From an optimization exercise on the open Yosys and OpenROAD flow, aimed at small area; shortcuts taken in it are not production practice. In this exercise RTL edits were held to simulation tests only and were not proved equivalent to the original. No activity file was given, so power comes from the tool's default toggle rates.

==> flow/run.sh <==
#!/bin/bash
# synth_recipe.tcl (not shown) runs the flow's synth.tcl, then flattens the netlist and writes it again
# the make line also repeats each setting of config.mk as NAME=value (left out here)
make -C /OpenROAD-flow-scripts/flow DESIGN_CONFIG=/design/flow/config.mk WORK_HOME=/design/flow/orfs CLKGATE_MAP_FILE= SYNTH_SCRIPT=/design/flow/synth_recipe.tcl finish
==> flow/config.mk <==
export PLATFORM = sky130hd
export DESIGN_NAME = spi_receiver_slave
export DESIGN_NICKNAME = spi_receiver_slave
export VERILOG_FILES = /design/flow/design.v
export SDC_FILE = /design/flow/constraint.sdc
export NUM_CORES = 4
export LEC_CHECK = 0
export CAP_MARGIN = 20
export CORE_MARGIN = 2
export CORE_UTILIZATION = 40
export SLEW_MARGIN = 20
==> flow/constraint.sdc <==
create_clock -name core_clock -period 5.0 [get_ports {clk}]
set_input_delay 1.0000 -clock core_clock [delete_from_list [all_inputs] [get_ports {clk}]]
set_output_delay 1.0000 -clock core_clock [all_outputs]
set_load 0.01 [all_outputs]
==> flow/design.v <==
module spi_receiver_slave (
    input wire clk,
    input wire spi_mosi,
    input wire spi_cs_n,
    output  wr_en_out,
    output  [31:0] wr_data_out,
    output  [23:0] wr_address_out
);
    reg [55:0] sr;
    reg [6:0]  cnt;       
    reg        ok;        
    reg        en_q;
    reg [55:0] q;         
    wire clr    = spi_cs_n | cnt[6];
    wire in_cmd = ~|cnt[6:3];
    wire load   = ~spi_cs_n & cnt[6] & ok;
    wire hold   = ~spi_cs_n & ~load;
    always @(posedge clk) begin
        sr   <= {sr[54:0], spi_mosi};
        cnt  <= clr ? 7'd0 : cnt + 7'd1;
        ok   <= clr | (ok & (spi_mosi | ~in_cmd));
        q    <= ({56{load}} & sr) | ({56{hold}} & q);
        en_q <= load | (hold & en_q);
    end
    assign wr_en_out      = en_q;
    assign wr_address_out = q[55:32];
    assign wr_data_out    = q[31:0];
endmodule
==> results of run 1 <==
[per-stage QoR]
step,utilization,instances
2_1_floorplan,-,216
3_3_place_gp,0.4927,366
3_5_place_dp,0.4927,366
4_1_cts,0.5667,398
5_1_grt,0.5667,398
6_report,0.5667,398
[layout by cell type, fill, tap and decap left out]
master / n
sky130_fd_sc_hd__or3_1: 1
sky130_fd_sc_hd__nor2_4: 1
sky130_fd_sc_hd__clkbuf_1: 2
sky130_fd_sc_hd__ha_1: 1
sky130_fd_sc_hd__buf_4: 2
sky130_fd_sc_hd__o21ai_0: 1
sky130_fd_sc_hd__clkbuf_16: 16
sky130_fd_sc_hd__nand3_1: 2
sky130_fd_sc_hd__xor2_1: 2
sky130_fd_sc_hd__dfxtp_1: 121
sky130_fd_sc_hd__clkinv_4: 2
sky130_fd_sc_hd__nand2_1: 4
sky130_fd_sc_hd__nor2_1: 6
sky130_fd_sc_hd__clkinv_2: 3
sky130_fd_sc_hd__a21oi_4: 1
sky130_fd_sc_hd__and2_1: 1
sky130_fd_sc_hd__xnor2_1: 1
sky130_fd_sc_hd__clkdlybuf4s50_1: 59
sky130_fd_sc_hd__clkbuf_8: 3
sky130_fd_sc_hd__o41ai_1: 1
sky130_fd_sc_hd__a21oi_1: 2
sky130_fd_sc_hd__a22o_1: 56
sky130_fd_sc_hd__clkinvlp_4: 4
sky130_fd_sc_hd__bufinv_16: 2
sky130_fd_sc_hd__or2_1: 1
sky130_fd_sc_hd__nor3_1: 1
[worst paths after layout]
path                  from  endpoint  slack (ns)
setup / recovery  spi_cs_n      q[5]        2.52
setup reg to reg    cnt[6]      q[5]        3.25
hold reg to reg      sr[0]     sr[1]        0.35
hold / removal       sr[0]     sr[1]        0.35
[area by class of cell]
type                       instances  share of cell area
clock inverter                    11             0.02800
tap                              102             0.02914
timing repair buffer              61              0.1383
sequential                       121              0.5531
clock buffer                      21              0.1026
multi-input combinational         82              0.1489
[cells by family after synthesis]
kind of cell | share of synthesized area
XOR/XNOR | 0.008279
buffers and inverters | 0.03744
AO/OA/AOI/OAI | 0.1636
flip-flops | 0.7631
adder cells (fa/ha/maj) | 0.003941
AND/OR/NAND/NOR | 0.02365
[sequential cells by signal, summed over array words and instances, names as in the netlist]
register and cells:
cnt 7, q 56, sr 56, en_q 1
ok 1
[power breakdown]
part           switching, mW  total [mW]  leakage [nW]  internal, mW
clock                  0.402        1.13         0.270         0.733
combinational         0.0108      0.0154         0.441       0.00465
sequential            0.0122        1.00         0.995         0.990
total                  0.425        2.15          1.71          1.73
[layer usage]
layer	track usage	vias to the layer above	share of wire
met5	0	-	0
li1	-	917	-
met4	0.08824	0	0.021
met1	0.1740	813	0.53
met2	0.1655	55	0.39
met3	0.06608	9	0.065
==> run summary, run 1 <==
The number of design rule violations left after detail routing came out at 0. Summed over all cells, the static leakage comes to 1.706 nW. Summed over all layers, the global routing overflow is 0. The delay of the slowest critical-path stage is 0.77 ns.

The clock insertion delay at the later pin of the skew report came out at 0.49 ns. After clock tree synthesis, the repair step resized 0 gates. The total count of max-transition violations in the final report is 0. The number of buffers inserted by port buffering is 59. The number of instances in the synthesized netlist is 216. The proportion of register bits with asynchronous set or reset after synthesis is 0. Power comes to 2.152 mW. TritonCTS built the clock tree. The number of nets in the final layout came out at 287.

The run finished with no timing, DRC or antenna violations. The floorplan has 32 rows. Of the post-synthesis cell area, the dominant cell type holds 0.7631.

The worst setup path is launched from an input port. The max-cap violation count is 0. The fraction of layout cells with a size suffix above 1 came out at 0.1149. The initial cell density of the core is 0.4108. Between clock sinks in the finished design, the worst skew comes to 0.006417 ns. The worst slew margin relative to its limit is 0.3812. The commonest cells after synthesis are 121 x sky130_fd_sc_hd__dfxtp_1, 56 x sky130_fd_sc_hd__a22o_1, 8 x sky130_fd_sc_hd__buf_6. The slowest stage of the critical path is the sky130_fd_sc_hd__a21oi_4 cell. The dominant synthesized flop cell is sky130_fd_sc_hd__dfxtp_1. The number of cells on the worst hold path came out at 0. The min-delay analysis places its worst path in the category reg2reg.

After clock tree synthesis, the clock-pin slew on the worst setup and hold paths is 0.05 ns. The post-synthesis instance area came out at 3174 sq um. The final hold violation count is 0.

The count of pins on the block boundary came out at 60. The worst-case hold slack is 0.3475 ns. The final antenna-violating net count came out at 0. The tree is rooted in a sky130_fd_sc_hd__clkbuf_8. The post-synthesis register bit count is 121.

The data arrival time of the worst path is 2.91 ns. The total cell area at the placement stage came out at 3807 sq um. The number of cells on the worst reg-to-reg path is 3. The total area of sequential cells came out at 2422 sq um.

The total vias in the final route came out at 1,794. The power density over the cells is 491.3 nW/um^2. The post-synthesis to final-layout area growth came out at 37.96%. The number of global-route vias before repair is 1,753. The core region area came out at 7727 sq um.

The number of buffers added for setup after CTS came out at 0. The maximum fanout encountered on the critical timing path is 36. The setup path with the least slack is of type in2reg.

The critical path goes through clkdlybuf4s50_1, a21oi_4, buf_4, a22o_1. The maximum clock path buffer count is 2. The filler cell count in the final layout is 613. Setup violations remaining at the end of the flow were counted as 0. The number of hold buffers added after CTS is 0. The maximum number of pins on one net before global-route repair is 41.

Setup repair after global routing left no endpoint under its margin. The cell family contributing the most delay on the critical path is buffers and inverters. After detailed routing, the total wire length is 5.151 mm. The synthesized net count came out at 220.

The most frequent cell after synthesis is sky130_fd_sc_hd__dfxtp_1. The mean instance size in the synthesized netlist came out at 14.70 sq um. The wire length per cell after detailed routing came out at 12.94 um.

0 antenna diodes ended up in the layout. Counting distinct cell types in the post-synthesis netlist gives 19. STA puts the critical path data required time at 5.44 ns.

The setup TNS came out at 0 ns. Counting I/O delays and the setup requirement, the final critical path takes 2.475 ns. The peak supply drop is 0.2543 mV. Of all cell types, the one taking the most synthesized area is sky130_fd_sc_hd__dfxtp_1. In this run the number of cells on the critical path is 4. The count of routing violations after the opening detailed-route iteration came out at 51. Counting flops with a built-in enable in the synthesized netlist gives 0. The first-pass iteration count of the detailed router came out at 4. TritonCTS created 17 clock buffers. The worst setup margin is 2.525 ns. In this run the vertical extent of the chip is 93.08 um. The initial antenna violation count came to 0. For the pin with the worst max-slew slack, the measured transition is 0.9262 ns.

Across every metal layer, demand over resource in global routing totals 0.1317. The finished cells cover 4379 sq um. The congestion estimate from routability-driven global placement came to 0.6846. The wire length of the first global-routing pass is 8.376 mm.

The x dimension of the die came out at 93.08 um. Counting both buffers and inverters, the worst setup path holds a total of 2. Ranked by total cell area, the synthesized netlist is headed by sky130_fd_sc_hd__dfxtp_1 76%, sky130_fd_sc_hd__a22o_1 15%, sky130_fd_sc_hd__buf_6 2.8%, sky130_fd_sc_hd__nor2_1 0.83%, sky130_fd_sc_hd__xor2_1 0.55%. For this run, the top clock speed supported by timing is 404.0 MHz. The worst setup slack after placement is 2.020 ns. The final cycle utilization of the critical path came out at 0.4950. The multi-input logic area is 651.9 sq um. The full die area is 8664 sq um.

Clock tree synthesis found a total of 121 sinks. The count of warnings emitted by yosys is 1. The sequential element share of the synthesized area is 0.7631. Dividing the detail-routed via count by the number of cells gives 4.508. The HPWL after detailed placement is 3.082 mm.

The total number of H-tree levels is 4. The worst setup path is captured at a flip-flop.
==> run 2: changes to the inputs <==
==> flow/flow/run.sh (new file) <==
#!/bin/bash
# Standard ORFS layout, with the smallest buffer on the ports and a clock tree
# built from small clock buffers without dummy loads.
set -euo pipefail
cd "$(dirname "$0")/.."
export BUFFER_PORTS_ARGS="-buffer_cell sky130_fd_sc_hd__buf_1"
export CTS_ARGS="-sink_clustering_enable -repair_clock_nets -dont_use_dummy_load -buf_list {sky130_fd_sc_hd__clkbuf_2 sky130_fd_sc_hd__clkbuf_4 sky130_fd_sc_hd__clkbuf_8}"
bash standard.sh finish > flow_make.log 2>&1
==> flow/standard.sh (new file) <==
#!/bin/bash
# synth_recipe.tcl (not shown) runs the flow's synth.tcl, then flattens the netlist and writes it again
# the make line also repeats each setting of config.mk as NAME=value (left out here)
make -C /OpenROAD-flow-scripts/flow DESIGN_CONFIG=/design/flow/config.mk WORK_HOME=/design/flow/orfs CLKGATE_MAP_FILE= SYNTH_SCRIPT=/design/flow/synth_recipe.tcl "${@:-finish}"
removed: flow/run.sh
==> run summary, run 2 <==
The pin slew with the least headroom to its limit is 0.7684 ns (-0.1578 ns). The main combinational cell family by area after synthesis is compound AO/OA/AOI/OAI gates. The post-synthesis instance area is 3174 sq um (unchanged).

The maximum clock path buffer count is 2 (unchanged). The number of distinct library cell variants in the gate-level netlist after synthesis is 19 (unchanged). The count of pins on the block boundary is 60 (unchanged). The number of global-route vias before repair is 1,719 (-1.9%). The most common cell after layout, fill and taps aside is sky130_fd_sc_hd__dfxtp_1. The total cell area at the placement stage is 3438 sq um (-9.7%). The initial cell density of the core came to 0.4108 (unchanged). The average via count per standard cell is 4.708 (+4.4%). The fraction of power consumed by combinational cells is 0.009 (+0.002). The clock slew seen by the registers of the worst setup and hold paths was 0.08 ns (+0.03 ns). The overall die height came to 93.08 um (unchanged). The number of buffers added for setup after CTS came out at 0 (unchanged).

In the layout the commonest cells are 121 x sky130_fd_sc_hd__dfxtp_1, 59 x sky130_fd_sc_hd__buf_1, 56 x sky130_fd_sc_hd__a22o_1. The part of the total power dissipated in sequential elements came out at 0.625 (+0.159). The final standard cell utilization of the core came out at 0.4752 (-0.09148).

The most used flip-flop cell after synthesis is sky130_fd_sc_hd__dfxtp_1. The maximum fanout encountered on the critical timing path is 29 (-19%). The switching power total is 312.0 uW (-27%). The number of buffers inserted by port buffering came out at 59 (unchanged).

The aggregate global routing overflow is 0 (unchanged). The count of routing violations after the opening detailed-route iteration was 82 (+61%). The final worst clock skew came out at 0.02773 ns (+0.02131 ns). The detailed placement HPWL is 3.229 mm (+4.8%). The final number of setup-violating endpoints came out at 0 (unchanged). The total power was 1.602 mW (-26%). The initial antenna violation count is 0 (unchanged). The clock insertion delay at the later pin of the skew report is 0.42 ns (-0.07 ns). The data arrival time of the worst path came out at 2.45 ns (-0.46 ns). The final cycle utilization of the critical path is 0.4229 (-0.07214).

The number of design rule violations left after detail routing is 0 (unchanged). The core region area came out at 7727 sq um (unchanged). The antenna diode instance count came out at 0 (unchanged). The sequential element share of the synthesized area is 0.7631 (unchanged). The total count of max-transition violations in the final report was 0 (unchanged).

The number of enable-type register cells in the synthesized netlist came out at 0 (unchanged). The delay of the slowest critical-path stage is 0.64 ns (-0.13 ns). The wire length per cell after detailed routing came out at 13.42 um (+3.7%). Walking the worst path, the cells encountered are buf_1, a21oi_4, buf_4, a22o_1. The x dimension of the die is 93.08 um (unchanged). The switching share of power is 0.1947 (-0.002661).

The number of nets in the final layout is 287 (unchanged). The largest registers in the layout are q x56, sr x56, cnt x7. The worst-case hold slack came out at 0.3311 ns (-0.01646 ns). The power density over the cells is 436.4 nW/um^2 (-11%). The buffer cell driving the clock tree root is sky130_fd_sc_hd__clkbuf_8. The wire length of the first global-routing pass is 8.342 mm (-0.41%). The number of instances in the synthesized netlist was 216 (unchanged). The number of hold buffers added after CTS came out at 0 (unchanged).

The worst slew margin relative to its limit came out at 0.4866 (+0.1054). The first-pass iteration count of the detailed router came out at 4 (unchanged). The full die area is 8664 sq um (unchanged).

The internal power came out at 1.290 mW (-25%). From synthesis to final layout, the design area changed by 15.69%. The mean instance size in the synthesized netlist is 14.70 sq um (unchanged). The highest attainable clock frequency came to 472.9 MHz (+17%). In the post-synthesis netlist, the cell with the most instances is sky130_fd_sc_hd__dfxtp_1. The number of CTS-inserted buffers is 17 (unchanged). TritonCTS built the clock tree.

The total number of H-tree levels is 4 (unchanged). The peak supply drop came out at 0.2455 mV (-3.5%). The adder and majority gate portion of the synthesized area came out at 0.003942 (unchanged).

sky130_fd_sc_hd__dfxtp_1 takes more of the synthesized area than any other cell. The aggregate global-route resource usage came out at 0.1314 (-0.0003225). The critical path data required time is 5.34 ns (-0.10 ns).

The leakage power summed over all cells was 1.427 nW (-16%). In this run the worst hold path is classified as reg2reg. The complex-gate fraction of the synthesized area came out at 0.1636 (unchanged).

The worst setup path is launched from an input port. The number of sinks handled by clock tree synthesis came out at 121 (unchanged). The post-route cell area was 3672 sq um (-16%).

The total wire length after detailed routing is 5.138 mm (-0.25%). The post-synthesis register bit count is 121 (unchanged). The shortest period the worst path allows came out at 2.114 ns (-0.3607 ns).

The total vias in the final route came out at 1,803 (+0.50%). Setup repair after global routing left no endpoint under its margin. The worst setup path is captured at a flip-flop.

The portion of synthesized cell area occupied by the leading cell type came out at 0.7631 (unchanged). The startpoint-to-endpoint class of the critical path is in2reg. The post-synthesis share of cell area spent on xor and xnor gates is 0.008277 (unchanged). The post-cts sizing count came out at 0 (unchanged).

By count the netlist is led by 121 x sky130_fd_sc_hd__dfxtp_1, 56 x sky130_fd_sc_hd__a22o_1, 8 x sky130_fd_sc_hd__buf_6. The filler cell count in the final layout is 697 (+14%). The multiplexer fraction of the synthesized cell area is 0 (unchanged). The slowest stage of the critical path belongs to the cell sky130_fd_sc_hd__a21oi_4. The basic-gate share of the synthesized area counting and, or, nand and nor cells was 0.02365 (unchanged). Sorting the synthesized cells by area gives the leading types as sky130_fd_sc_hd__dfxtp_1 76%, sky130_fd_sc_hd__a22o_1 15%, sky130_fd_sc_hd__buf_6 2.8%, sky130_fd_sc_hd__nor2_1 0.83%, sky130_fd_sc_hd__xor2_1 0.55%.

The proportion of register bits with asynchronous set or reset after synthesis came out at 0 (unchanged). The final antenna-violating net count came out at 0 (unchanged). The floorplan row count is 32 (unchanged). The maximum number of pins on one net before global-route repair is 30 (-27%). The synthesized net count came out at 220 (unchanged). The count of warnings emitted by yosys is 1 (unchanged). The setup TNS is 0 ns (unchanged).

The max-cap violation count was 0 (unchanged). The clock share of power came out at 0.366 (-0.161). The run finished with no timing, DRC or antenna violations. The final RePlAce weighted congestion came to 0.6948 (+1.5%). The final hold violation count came to 0 (unchanged). The fraction of layout cells with a size suffix above 1 is 0.07473 (-0.04013).
## run 2: cell counts after synthesis
No cell type changed its count.
## run 2: cells by family after synthesis
family / Yosys count
flip-flops: 121
AO/OA/AOI/OAI: 61
AND/OR/NAND/NOR: 17
buffers and inverters: 13
XOR/XNOR: 3
adder cells (fa/ha/maj): 1
## run 2: metal layers
metal | GRT usage | part of all wire | up-vias
li1 | - | - | 900
met1 | 0.1746 | 0.52 | 844
met2 | 0.1618 | 0.40 | 51
met3 | 0.06849 | 0.069 | 8
met4 | 0.08824 | 0.018 | 0
met5 | 0 | 0 | -
## run 2: worst paths after layout
check	startpoint	to	slack, ns	depth (start not counted)
setup reg to reg	cnt[6]	q[7]	3.26	4
setup / recovery	spi_cs_n	q[7]	2.89	4
hold reg to reg	sr[40]	sr[41]	0.33	0
hold / removal	sr[40]	sr[41]	0.33	0
## run 2: area by class of cell
class | count | area [sq um] | share of cell area
clock buffer | 17 | 234.0 | 0.06371
multi-input combinational | 82 | 651.9 | 0.1775
sequential | 121 | 2422 | 0.6596
tap | 102 | 127.6 | 0.03475
timing repair buffer | 61 | 236.5 | 0.06440
## run 2: stage by stage
step,worst slack [ns],instances
2_1_floorplan,3.345,216
3_3_place_gp,2.467,366
3_5_place_dp,2.436,366
4_1_cts,2.876,383
5_1_grt,2.770,383
6_report,2.886,383
## run 2: power by group through the flow
stage / Combinational (mW) / Clock [mW] / Sequential, mW
2_1_floorplan: 0.0135 / 0 / 1.02
3_3_place_gp: 0.0145 / 0 / 1.02
3_5_place_dp: 0.0148 / 0 / 1.02
4_1_cts: 0.0147 / 0.609 / 1.00
5_1_grt: 0.0162 / 0.653 / 1.00
6_report: 0.0143 / 0.586 / 1.00
## run 2: worst max-delay path, delay by kind of cell
family          cells  cell delay (ns)
compound gates      2             0.83
buf+inv             2             0.61

==> what the ideal ports hide <==
How much do the figures lean on ideal ports? The routed layouts below were timed once more, with nothing changed but the port constraints.
Step 1 sets driving cells, clkbuf_16 on the clock port and buf_2 on the other inputs (assumed; they add their load-dependent delay and slew).
Step 2 moves the port delays by t, midway between the first and last clock arrival at a register: inputs arrive t later, outputs are due t later. That takes back most of the time a late clock gives input paths.
Slacks: ideal ports / drivers / drivers and shift; pairs: ideal ports / drivers.
| run | t, ns | setup WS [ns] | clock arrival spread, ns | slew at the worst register clock pin (ns) |
|---|---|---|---|---|
| run 1 | 0.522 | 2.525 / 2.535 / 2.012 | 0.008 / 0.009 | 0.06 / 0.06 |
| run 2 | 0.435 | 2.886 / 2.897 / 2.462 | 0.030 / 0.030 | 0.08 / 0.08 |
After both steps setup and hold are still met in every run listed. The setup slack of run 1, which loses most, moves by +0.010 ns with the drivers and by -0.513 ns with both steps.
